This design comes from an exercise in tuning for small area on the open sky130 flow, not from production work.
The RTL was checked by simulation tests, not by an equivalence proof against the original design.
Power figures rest on the tool's default switching activity, not on a simulated workload.

==> nickel: inputs <==
// snake_wrapper
module snake_wrapper(
    input CLK,
    input RESET,
    input BTNC,
    input [9:0] JSTK_X,
    input [9:0] JSTK_Y,
    output [11:0] COLOUR_OUT,
    output HS,
    output VS,
    output [3:0] LED
);
Settings: LEC_CHECK=0, ABC_AREA=1, CAP_MARGIN=20, CORE_MARGIN=2, CORE_UTILIZATION=60, SLEW_MARGIN=20; clock period 10.0 ns.
standard.sh (not shown) runs the stock make flow with config.mk's settings and CLKGATE_MAP_FILE= SYNTH_SCRIPT=/design/flow/synth_recipe.tcl, a recipe that flattens the netlist after the stock synthesis.
==> flow/flow/run.sh <==
#!/bin/bash
# Standard ORFS layout with changes that keep every register (names, count,
# cell types) as the standard synthesis makes them:
#  - no adder extraction (ADDER_MAP_FILE empty), so ABC maps the arithmetic
#  - an area-only ABC mapping script (repeated choice-based area mapping)
#    instead of ORFS's abc_area.script, which also buffers and upsizes
#  - clock tree with smaller buffers and no dummy loads
set -euo pipefail
cp -r "$FLOW_HOME/scripts" ./scripts_area
printf 'strash\ndch\nmap -a\nstrash\ndch\nmap -a\nstrash\ndch\nmap -a\ntopo\n' > ./scripts_area/abc_area.script
export SCRIPTS_DIR="$PWD/scripts_area"
export ADDER_MAP_FILE=
export CTS_ARGS="-sink_clustering_enable -repair_clock_nets -dont_use_dummy_load -buf_list sky130_fd_sc_hd__clkbuf_4 -root_buf sky130_fd_sc_hd__clkbuf_8 -sink_clustering_size 20"
bash standard.sh > flow_make.log 2>&1
==> inputs of ember, as changes to nickel <==
--- a/flow/design.v
+++ b/flow/design.v
@@ -338,30 +338,32 @@
             kb <= 5'd0;
         else
             kb <= (kb >= 5'd27) ? kb - 5'd27 : kb + 5'd2;
     reg [14:0] walk;
     wire [14:0] in1 = (kb == 5'd0 || steps == 5'd0) ? 15'd0 : walk;
     wire [14:0] o1 = back(in1, ring[0], kb < steps);
     wire [14:0] in2 = (ka == 5'd0) ? 15'd0 : o1;
     wire [14:0] o2 = back(in2, ring[14], ka < steps);
+    wire [4:0] i1 = kb + 1'b1;    
+    wire [4:0] i2 = ka + 1'b1;    
     always @ (posedge CLK)
         walk <= o2;
     wire [14:0] trel = {NEXTX - head_x, ADDRV[8:2] - head_y};
     wire m1 = (o1 == trel);
     wire m2 = (o2 == trel);
     reg [4:0] acc;      
     reg [4:0] cur;      
-    wire [4:0] a1 = (m1 && kb < acc) ? kb : acc;
-    wire [4:0] a2 = (m2 && ka < a1) ? ka : a1;
+    wire [4:0] a1 = (m1 && i1 < acc) ? i1 : acc;
+    wire [4:0] a2 = (m2 && i2 < a1) ? i2 : a1;
     wire [4:0] a_next = !tick ? a2 :
-                        (trel == 15'd0) ? 5'd0 :
-                        (a2 >= 5'd28) ? NONE : a2 + 1'b1;
+                        (trel == 15'd0) ? 5'd1 :
+                        (a2 >= 5'd29) ? NONE : a2 + 1'b1;
     wire head_hit = (trel == {8'd1, 7'd0});    
-    wire [4:0] cur_tick = head_hit ? 5'd0 : (cur >= 5'd28) ? NONE : cur + 1'b1;
+    wire [4:0] cur_tick = head_hit ? 5'd1 : (cur >= 5'd29) ? NONE : cur + 1'b1;
     always @ (posedge CLK)
         if (SLOT_END) begin
             cur <= a_next;
             acc <= NONE;
         end else begin
             acc <= a_next;
             if (tick)
                 cur <= cur_tick;
@@ -372,41 +374,39 @@
             unit[0] = (p[14:7] == 8'd0)   && (p[6:0] == 7'd127);
             unit[1] = (p[14:7] == 8'd255) && (p[6:0] == 7'd0);
             unit[2] = (p[14:7] == 8'd1)   && (p[6:0] == 7'd0);
             unit[3] = (p[14:7] == 8'd0)   && (p[6:0] == 7'd1);
         end
     endfunction
     wire [3:0] u1 = unit(o1) & {4{kb != 5'd28}};
     wire [3:0] u2 = unit(o2) & {4{ka != 5'd28}};
-    reg [3:0] near [0:3];
-    reg [3:0] near_next [0:3];
-    reg [3:0] hit;     
+    reg [4:0] near [0:3];
+    reg [4:0] near_next [0:3];
+    reg [4:0] hit;     
     integer u;
     always @ (*)
         for (u = 0; u < 4; u = u + 1) begin
             near_next[u] = near[u];
-            if (near_next[u] == 4'd15 && u1[u])
-                near_next[u] = kb[4:1];
-            if (near_next[u] == 4'd15 && u2[u])
-                near_next[u] = ka[4:1];
+            if (near_next[u] == NONE && u1[u])
+                near_next[u] = i1;
+            if (near_next[u] == NONE && u2[u])
+                near_next[u] = i2;
         end
     always @ (posedge CLK)
         for (u = 0; u < 4; u = u + 1)
             if (RESET || tick)
-                near[u] <= 4'd15;
+                near[u] <= NONE;
             else
                 near[u] <= near_next[u];
     always @ (posedge CLK)
         if (RESET)
-            hit <= 4'd15;
+            hit <= 5'd1;
         else if (tick)
-            hit <= near_next[NAV_STATE];
-    wire [4:0] sv_m1 = SnakeVar - 1'b1;
-    wire self_hit = (steps == 5'd0) || (hit < sv_m1[4:1]);
+            hit <= (near_next[NAV_STATE] == NONE) ? NONE : near_next[NAV_STATE] + 1'b1;
     always @ (posedge CLK)
         if (RESET) begin
             LOST <= 1'b0;
             SnakeVar <= SmallSnake;
             TARGET_REACHED <= 1'b0;
         end else
             case (MSM_STATE)
                 2'b00 : begin
@@ -431,32 +431,32 @@
                         COLOUR_OUT <= BLUE;
                     else
                         COLOUR_OUT <= BLACK;
                     if ((ADDRH >= 210 && ADDRH <= 225 && ADDRV >= 120 && ADDRV <= 135))
                         COLOUR_OUT <= BLACK;
                     SnakeVar <= SmallSnake;
                 end
                 2'b01 : begin
-                    if (head_hit || cur < sv_m1)
+                    if (head_hit || cur < SnakeVar)
                         COLOUR_OUT <= YELLOW;
                     else if (ADDRH[9:2] == TARGET_ADDR_H && ADDRV[8:2] == TARGET_ADDR_V)
                         COLOUR_OUT <= RED;
                     else
                         COLOUR_OUT <= DARKBLUE;
                     if (seg1_x == TARGET_ADDR_H && seg1_y == TARGET_ADDR_V &&
                         TARGET_REACHED == 0) begin
                         TARGET_REACHED <= 1;
                         if (SnakeVar < SnakeLength)
                             SnakeVar <= SnakeVar + 1;
                     end else
                         TARGET_REACHED <= 0;
                     if (head_x < 1 || head_x > MaxX+1 ||
                         head_y < 1 || head_y > MaxY+1 ||
-                        self_hit)
+                        hit < SnakeVar)
                         LOST <= 1'b1;
                 end
                 2'b10 : begin
                     if ((ADDRH >= 0 && ADDRH <= 275 && ADDRV >= 375 && ADDRV <= 480) ||
                         (ADDRH >= 250 && ADDRH <= 400 && ADDRV >= 400 && ADDRV <= 480))
                         COLOUR_OUT <= YELLOW;
                     else if ((ADDRH >= 400 && ADDRH <= 550 && ADDRV >= 460 && ADDRV <= 470) ||
                              (ADDRH >= 520 && ADDRH <= 530 && ADDRV >= 440 && ADDRV <= 460))
@@ -483,38 +483,62 @@
                         COLOUR_OUT <= RED;
                 end
             endcase
 endmodule
 `timescale 1ns / 1ps
 module PmodJSTK_Demo(
     input [9:0] posDataX,        
     input [9:0] posDataY,        
-    output BTNU,
-    output BTND,
-    output BTNL,
-    output BTNR,
-    output [3:0] LED
+    output reg BTNU,
+    output reg BTND,
+    output reg BTNL,
+    output reg BTNR,
+    output reg [3:0] LED
 );
-    wire y_lt_x = posDataY < posDataX;
-    wire x_lt_y = posDataX < posDataY;
-    wire sum_lt = posDataY < ~posDataX;        
-    wire x_hi = posDataX >= 10'd767;
-    wire x_lo = posDataX < 10'd256;
-    wire y_hi = posDataY >= 10'd767;
-    wire y_lo = posDataY < 10'd256;
-    wire u = x_hi && y_lt_x && !sum_lt;
-    wire d = x_lo && !y_lt_x && sum_lt;
-    wire l = y_hi && x_lt_y && !sum_lt;
-    wire r = y_lo && !x_lt_y && sum_lt;
-    assign BTNU = u;
-    assign BTND = !u && d;
-    assign BTNL = !u && !d && l;
-    assign BTNR = !u && !d && !l && r;
-    assign LED = {BTNU, BTND, BTNL, BTNR};
+    always @(posDataX or posDataY)
+        if (posDataX >= 1023-256 &&
+            posDataY < posDataX &&
+            posDataY >= 1023-posDataX) begin
+            BTNU <= 1'b1;
+            BTND <= 1'b0;
+            BTNL <= 1'b0;
+            BTNR <= 1'b0;
+            LED <= 4'b1000;
+        end else if (posDataX < 256 &&
+                     posDataY >= posDataX &&
+                     posDataY < 1023-posDataX) begin
+            BTNU <= 1'b0;
+            BTND <= 1'b1;
+            BTNL <= 1'b0;
+            BTNR <= 1'b0;
+            LED <= 4'b0100;
+        end else if (posDataY >= 1023-256 &&
+                     posDataX < posDataY &&
+                     posDataX >= 1023-posDataY) begin
+            BTNU <= 1'b0;
+            BTND <= 1'b0;
+            BTNL <= 1'b1;
+            BTNR <= 1'b0;
+            LED <= 4'b0010;
+        end else if (posDataY < 256 &&
+                     posDataX >= posDataY &&
+                     posDataX < 1023-posDataY) begin
+            BTNU <= 1'b0;
+            BTND <= 1'b0;
+            BTNL <= 1'b0;
+            BTNR <= 1'b1;
+            LED <= 4'b0001;
+        end else begin
+            BTNU <= 1'b0;
+            BTND <= 1'b0;
+            BTNL <= 1'b0;
+            BTNR <= 1'b0;
+            LED <= 4'b0000;
+        end
 endmodule
 `timescale 1ns / 1ps
 module snake_wrapper(
     input CLK,
     input RESET,
     input BTNC,
     input [9:0] JSTK_X,
     input [9:0] JSTK_Y,
==> flow/run.sh (new file) <==
#!/bin/bash
# synth_recipe.tcl (not shown) runs the flow's synth.tcl, then flattens the netlist and writes it again
# the make line also repeats each setting of config.mk as NAME=value (left out here)
make -C /OpenROAD-flow-scripts/flow DESIGN_CONFIG=/design/flow/config.mk WORK_HOME=/design/flow/orfs CLKGATE_MAP_FILE= SYNTH_SCRIPT=/design/flow/synth_recipe.tcl finish
removed: flow/flow/run.sh
removed: flow/standard.sh
==> inputs of lagoon, as changes to nickel <==
--- a/flow/design.v
+++ b/flow/design.v
@@ -178,102 +178,97 @@
         end
 endmodule
 `timescale 1ns / 1ps
 module VGA_module(
     input CLK,
     input RESET,
     input [3:0] COLOUR_IN,
     output reg [3:0] COLOUR_OUT,
-    output reg HS,
+    output HS,
     output reg VS,
     output [9:0] ADDRH,
     output [8:0] ADDRV,
     output [7:0] NEXTX,
-    output SLOT_END
+    output SLOT_END,
+    output PIX0           
 );
     reg [2:0] phase;
     wire [1:0] pix = phase[1:0];
     always @ (posedge CLK)
         if (RESET)
             phase <= 3'd4;
         else if (phase == 3'd4)
             phase <= 3'd5;
         else if (phase == 3'd5)
             phase <= 3'd2;
         else
             phase <= {1'b0, phase[1:0] + 2'd1};
     reg [9:0] hcnt;
-    reg reset_d;
-    always @ (posedge CLK)
-        reset_d <= RESET;
-    wire [9:0] hcnt_next = reset_d ? 10'd880 :
+    wire [9:0] hcnt_next = (phase == 3'd4) ? 10'd880 :
                            (phase == 3'd1) ? ((hcnt == 10'd655) ? 10'd880 : hcnt + 1'b1) :
                            hcnt;
     always @ (posedge CLK)
         hcnt <= hcnt_next;
     reg [9:0] vcnt;
-    reg h_end;
+    wire h_end = (phase == 3'd1) && (hcnt == 10'd655);
     always @ (posedge CLK)
-        if (RESET) begin
-            h_end <= 1'b0;
+        if (RESET)
             vcnt <= 10'd993;
-        end else begin
-            h_end <= (phase == 3'd0) && (hcnt_next == 10'd655);
-            if (h_end)
-                vcnt <= (vcnt == 10'd489) ? 10'd993 : vcnt + 1'b1;
-        end
-    always @ (posedge CLK)
-        HS <= !(hcnt_next >= 10'd880 && hcnt_next <= 10'd975);
+        else if (h_end)
+            vcnt <= (vcnt == 10'd489) ? 10'd993 : vcnt + 1'b1;
+    assign HS = !(hcnt >= 10'd880 && hcnt <= 10'd975);
     always @ (posedge CLK)
         VS <= !(vcnt == 10'd993 || vcnt == 10'd994);
     always @ (posedge CLK)
         if (hcnt_next >= 10'd1 && hcnt_next <= 10'd639 &&
             vcnt >= 10'd1 && vcnt <= 10'd479)
             COLOUR_OUT <= COLOUR_IN;
         else
             COLOUR_OUT <= 0;
     assign ADDRH = hcnt;
     assign ADDRV = vcnt[8:0];
     assign NEXTX = hcnt[9:2] + 8'd1;
+    assign PIX0 = (phase == 3'd0);
     assign SLOT_END = (pix == 2'd1) && (hcnt[1:0] == 2'd3);
 endmodule
 `timescale 1ns / 1ps
 module Snake_control(
     input       CLK,
     input       RESET,
     input [1:0] MSM_STATE,
     input [1:0] NAV_STATE,
     input [7:0] TARGET_ADDR_H,
     input [6:0] TARGET_ADDR_V,
     input [9:0] ADDRH,
     input [8:0] ADDRV,
     input [7:0] NEXTX,
     input       SLOT_END,
+    input       PIX0,            
     output reg [3:0] COLOUR_OUT,    
     output reg TARGET_REACHED,
     output reg LOST
 );
     parameter SnakeLength = 30;
     parameter SmallSnake = 2;
     parameter MaxX = 159;
     parameter MaxY = 119;
     parameter RED      = 4'b0001;
     parameter BLUE     = 4'b1100;
     parameter DARKBLUE = 4'b0100;
     parameter YELLOW   = 4'b0011;
     parameter BLACK    = 4'b0000;
     localparam NONE = 5'd31;
     reg [4:0] SnakeVar;
-    reg [9:0] step_cnt;
-    wire tick = (step_cnt == 10'd999);
+    reg [7:0] step_cnt;
+    wire tick = PIX0 && (step_cnt == 8'd249);
     always @ (posedge CLK)
         if (RESET || tick)
-            step_cnt <= RESET ? 10'd1023 : 10'd0;
-        else
+            step_cnt <= 8'd0;
+        else if (PIX0)
             step_cnt <= step_cnt + 1'b1;
     reg [7:0] head_x;
     reg [6:0] head_y;
     reg [1:0] last_dir;
     reg [4:0] steps;           
     function [14:0] back;
         input [14:0] p;
         input [1:0] d;
@@ -530,16 +525,17 @@
     wire TARGET_REACHED;
     wire LOST;
     wire [3:0] COLOUR_OUTS;
     wire [3:0] COLOUR;
     wire [9:0] ADDRH;
     wire [8:0] ADDRV;
     wire [7:0] NEXTX;
     wire SLOT_END;
+    wire PIX0;
     wire BTNU;
     wire BTND;
     wire BTNL;
     wire BTNR;
     Master_state_machine Master(
         .BTNC(BTNC),
         .CLK(CLK),
         .RESET(RESET),
@@ -567,27 +563,29 @@
         .CLK(CLK),
         .RESET(RESET),
         .HS(HS),
         .VS(VS),
         .ADDRH(ADDRH),
         .ADDRV(ADDRV),
         .NEXTX(NEXTX),
         .SLOT_END(SLOT_END),
+        .PIX0(PIX0),
         .COLOUR_OUT(COLOUR)
     );
     Snake_control Control(
         .MSM_STATE(MSM_STATE),
         .NAV_STATE(NAV_STATE),
         .TARGET_ADDR_H(TARGET_ADDR_H),
         .TARGET_ADDR_V(TARGET_ADDR_V),
         .ADDRH(ADDRH),
         .ADDRV(ADDRV),
         .NEXTX(NEXTX),
         .SLOT_END(SLOT_END),
+        .PIX0(PIX0),
         .COLOUR_OUT(COLOUR_OUTS),
         .TARGET_REACHED(TARGET_REACHED),
         .CLK(CLK),
         .LOST(LOST),
         .RESET(RESET)
     );
     assign COLOUR_OUT = {COLOUR[3], {3{COLOUR[2]}}, {4{COLOUR[1]}}, {4{COLOUR[0]}}};
     PmodJSTK_Demo PmodJSTK (
==> flow/flow/run.sh (replaced) <==
#!/bin/bash
# Standard ORFS layout with changes that keep every register (names, count,
# cell types) as the standard synthesis makes them:
#  - no adder extraction (ADDER_MAP_FILE empty), so ABC maps the arithmetic
#  - an area-only ABC script (SAT-based deep resynthesis, then area mapping)
#    instead of ORFS's abc_area.script, which also buffers and upsizes
#  - clock tree with smaller buffers and no dummy loads
#  - the smallest buffer (buf_1) on the ports
set -euo pipefail
cp -r "$FLOW_HOME/scripts" ./scripts_area
printf '&get -n\n&deepsyn -I 4 -T 100\n&put\ndch\namap\ntopo\n' > ./scripts_area/abc_area.script
export SCRIPTS_DIR="$PWD/scripts_area"
export ADDER_MAP_FILE=
export CTS_ARGS="-sink_clustering_enable -repair_clock_nets -dont_use_dummy_load -buf_list sky130_fd_sc_hd__clkbuf_8 -root_buf sky130_fd_sc_hd__clkbuf_8 -sink_clustering_size 20 -sink_clustering_max_diameter 60"
export BUFFER_PORTS_ARGS="-inputs -outputs -buffer_cell sky130_fd_sc_hd__buf_1"
bash standard.sh > flow_make.log 2>&1
==> inputs of delta, as changes to nickel <==
--- a/flow/design.v
+++ b/flow/design.v
@@ -178,102 +178,97 @@
         end
 endmodule
 `timescale 1ns / 1ps
 module VGA_module(
     input CLK,
     input RESET,
     input [3:0] COLOUR_IN,
     output reg [3:0] COLOUR_OUT,
-    output reg HS,
+    output HS,
     output reg VS,
     output [9:0] ADDRH,
     output [8:0] ADDRV,
     output [7:0] NEXTX,
-    output SLOT_END
+    output SLOT_END,
+    output PIX0           
 );
     reg [2:0] phase;
     wire [1:0] pix = phase[1:0];
     always @ (posedge CLK)
         if (RESET)
             phase <= 3'd4;
         else if (phase == 3'd4)
             phase <= 3'd5;
         else if (phase == 3'd5)
             phase <= 3'd2;
         else
             phase <= {1'b0, phase[1:0] + 2'd1};
     reg [9:0] hcnt;
-    reg reset_d;
-    always @ (posedge CLK)
-        reset_d <= RESET;
-    wire [9:0] hcnt_next = reset_d ? 10'd880 :
+    wire [9:0] hcnt_next = (phase == 3'd4) ? 10'd880 :
                            (phase == 3'd1) ? ((hcnt == 10'd655) ? 10'd880 : hcnt + 1'b1) :
                            hcnt;
     always @ (posedge CLK)
         hcnt <= hcnt_next;
     reg [9:0] vcnt;
-    reg h_end;
+    wire h_end = (phase == 3'd1) && (hcnt == 10'd655);
     always @ (posedge CLK)
-        if (RESET) begin
-            h_end <= 1'b0;
+        if (RESET)
             vcnt <= 10'd993;
-        end else begin
-            h_end <= (phase == 3'd0) && (hcnt_next == 10'd655);
-            if (h_end)
-                vcnt <= (vcnt == 10'd489) ? 10'd993 : vcnt + 1'b1;
-        end
-    always @ (posedge CLK)
-        HS <= !(hcnt_next >= 10'd880 && hcnt_next <= 10'd975);
+        else if (h_end)
+            vcnt <= (vcnt == 10'd489) ? 10'd993 : vcnt + 1'b1;
+    assign HS = !(hcnt >= 10'd880 && hcnt <= 10'd975);
     always @ (posedge CLK)
         VS <= !(vcnt == 10'd993 || vcnt == 10'd994);
     always @ (posedge CLK)
         if (hcnt_next >= 10'd1 && hcnt_next <= 10'd639 &&
             vcnt >= 10'd1 && vcnt <= 10'd479)
             COLOUR_OUT <= COLOUR_IN;
         else
             COLOUR_OUT <= 0;
     assign ADDRH = hcnt;
     assign ADDRV = vcnt[8:0];
     assign NEXTX = hcnt[9:2] + 8'd1;
+    assign PIX0 = (phase == 3'd0);
     assign SLOT_END = (pix == 2'd1) && (hcnt[1:0] == 2'd3);
 endmodule
 `timescale 1ns / 1ps
 module Snake_control(
     input       CLK,
     input       RESET,
     input [1:0] MSM_STATE,
     input [1:0] NAV_STATE,
     input [7:0] TARGET_ADDR_H,
     input [6:0] TARGET_ADDR_V,
     input [9:0] ADDRH,
     input [8:0] ADDRV,
     input [7:0] NEXTX,
     input       SLOT_END,
+    input       PIX0,            
     output reg [3:0] COLOUR_OUT,    
     output reg TARGET_REACHED,
     output reg LOST
 );
     parameter SnakeLength = 30;
     parameter SmallSnake = 2;
     parameter MaxX = 159;
     parameter MaxY = 119;
     parameter RED      = 4'b0001;
     parameter BLUE     = 4'b1100;
     parameter DARKBLUE = 4'b0100;
     parameter YELLOW   = 4'b0011;
     parameter BLACK    = 4'b0000;
     localparam NONE = 5'd31;
     reg [4:0] SnakeVar;
-    reg [9:0] step_cnt;
-    wire tick = (step_cnt == 10'd999);
+    reg [7:0] step_cnt;
+    wire tick = PIX0 && (step_cnt == 8'd249);
     always @ (posedge CLK)
         if (RESET || tick)
-            step_cnt <= RESET ? 10'd1023 : 10'd0;
-        else
+            step_cnt <= 8'd0;
+        else if (PIX0)
             step_cnt <= step_cnt + 1'b1;
     reg [7:0] head_x;
     reg [6:0] head_y;
     reg [1:0] last_dir;
     reg [4:0] steps;           
     function [14:0] back;
         input [14:0] p;
         input [1:0] d;
@@ -530,16 +525,17 @@
     wire TARGET_REACHED;
     wire LOST;
     wire [3:0] COLOUR_OUTS;
     wire [3:0] COLOUR;
     wire [9:0] ADDRH;
     wire [8:0] ADDRV;
     wire [7:0] NEXTX;
     wire SLOT_END;
+    wire PIX0;
     wire BTNU;
     wire BTND;
     wire BTNL;
     wire BTNR;
     Master_state_machine Master(
         .BTNC(BTNC),
         .CLK(CLK),
         .RESET(RESET),
@@ -567,27 +563,29 @@
         .CLK(CLK),
         .RESET(RESET),
         .HS(HS),
         .VS(VS),
         .ADDRH(ADDRH),
         .ADDRV(ADDRV),
         .NEXTX(NEXTX),
         .SLOT_END(SLOT_END),
+        .PIX0(PIX0),
         .COLOUR_OUT(COLOUR)
     );
     Snake_control Control(
         .MSM_STATE(MSM_STATE),
         .NAV_STATE(NAV_STATE),
         .TARGET_ADDR_H(TARGET_ADDR_H),
         .TARGET_ADDR_V(TARGET_ADDR_V),
         .ADDRH(ADDRH),
         .ADDRV(ADDRV),
         .NEXTX(NEXTX),
         .SLOT_END(SLOT_END),
+        .PIX0(PIX0),
         .COLOUR_OUT(COLOUR_OUTS),
         .TARGET_REACHED(TARGET_REACHED),
         .CLK(CLK),
         .LOST(LOST),
         .RESET(RESET)
     );
     assign COLOUR_OUT = {COLOUR[3], {3{COLOUR[2]}}, {4{COLOUR[1]}}, {4{COLOUR[0]}}};
     PmodJSTK_Demo PmodJSTK (
==> flow/flow/run.sh (replaced) <==
#!/bin/bash
# Standard ORFS layout with changes that keep every register (names, count,
# cell types) as the standard synthesis makes them:
#  - no adder extraction (ADDER_MAP_FILE empty), so ABC maps the arithmetic
#  - an area-only ABC mapping script (repeated choice-based area mapping)
#    instead of ORFS's abc_area.script, which also buffers and upsizes
#  - clock tree with smaller buffers and no dummy loads
#  - the smallest buffer (buf_1) on the ports
set -euo pipefail
cp -r "$FLOW_HOME/scripts" ./scripts_area
printf 'strash\ndch\nmap -a\nstrash\ndch\nmap -a\nstrash\ndch\nmap -a\ntopo\n' > ./scripts_area/abc_area.script
export SCRIPTS_DIR="$PWD/scripts_area"
export ADDER_MAP_FILE=
export CTS_ARGS="-sink_clustering_enable -repair_clock_nets -dont_use_dummy_load -buf_list sky130_fd_sc_hd__clkbuf_4 -root_buf sky130_fd_sc_hd__clkbuf_8 -sink_clustering_size 20"
export BUFFER_PORTS_ARGS="-inputs -outputs -buffer_cell sky130_fd_sc_hd__buf_1"
bash standard.sh > flow_make.log 2>&1
==> qor summary <==
|  | ember | lagoon | nickel | delta |
|---|---|---|---|---|
| P per Cell Area | 167.2 nW/µm² | 137.2 nW/µm² | 133.0 nW/µm² | 126.6 nW/µm² |
| Biggest power consumer among the groups | combinational cells | sequential cells | sequential cells | sequential cells |
| Unrepaired setup endpoints after global routing | false | - | false | false |
| Wire length per cell after detailed routing | 18.40 µm | 19.28 µm | 17.69 µm | 17.42 µm |
| Total number of vias | 17880 | 12280 | 14770 | 14520 |
| Post-Syn Area per Cell | 6.767 µm² | 7.210 µm² | 6.505 µm² | 6.436 µm² |
| Num sequential | 221 | 211 | 216 | 211 |
| Count of distinct cell types in the synthesized netlist | 79 | 52 | 49 | 44 |
| Post-Layout Inst Area | 18870 µm² | 12090 µm² | 14520 µm² | 14060 µm² |
| Multi-input gate share of total cell area | 57.57% | 49.67% | 51.03% | 51.40% |
| Run status | complete, no violations | complete, no violations | complete, no violations | complete, no violations |
| Instance count of the mapped netlist | 2564 | 1583 | 2054 | 2044 |
| Overall Global Routing Usage | 35.47% | 35.14% | 35.23% | 35.11% |
| Library cell with the highest instance count after synthesis | nand2_1 | nor2_1 | nor2_1 | nor2_1 |
| Cell with the largest stage delay on the worst path | a2111oi_0 | o32ai_1 | nand4_1 | o31ai_1 |
| Layout multi-input combinational cell count | 1892 | 1133 | 1482 | 1460 |
| Routed wire length | 54950 µm | 36070 µm | 42850 µm | 42060 µm |
| Part of the total power dissipated in combinational logic | 36.4% | 17.4% | 19.8% | 16.0% |
| CTS H-tree lvls | 1 | 1 | 2 | 2 |
| Proportion of layout cells with a drive suffix above 1 | 7.187% | 1.833% | 3.875% | 3.657% |
| Clock power frac | 31.1% | 25.9% | 30.3% | 32.8% |

[re-timing with driven ports]
The results above use ideal ports. As a check the final layouts listed here were re-extracted and re-timed, cells and wires unchanged.
Step 1, drivers: a clkbuf_16 drives CLK and a buf_2 each remaining input, both assumed.
Step 2 also shifts input and output timing later by t, the mid clock arrival at the registers, as if the neighbouring blocks saw the same clock.
a / b / c = ideal ports / drivers / drivers and shift; a / b = the first two.
run	t (ns)	setup WS [ns]	clock arrival spread, ns
nickel	0.559	2.226 / 2.226 / 2.226	0.069 / 0.070
ember	0.607	2.811 / 2.789 / 2.789	0.017 / 0.017
lagoon	0.557	0.917 / 0.917 / 0.917	0.106 / 0.106
delta	0.559	1.745 / 1.745 / 1.745	0.067 / 0.067
After both steps setup and hold are still met in every run listed. The setup slack of ember, which loses most, moves by -0.022 ns with the drivers and by -0.022 ns with both steps.
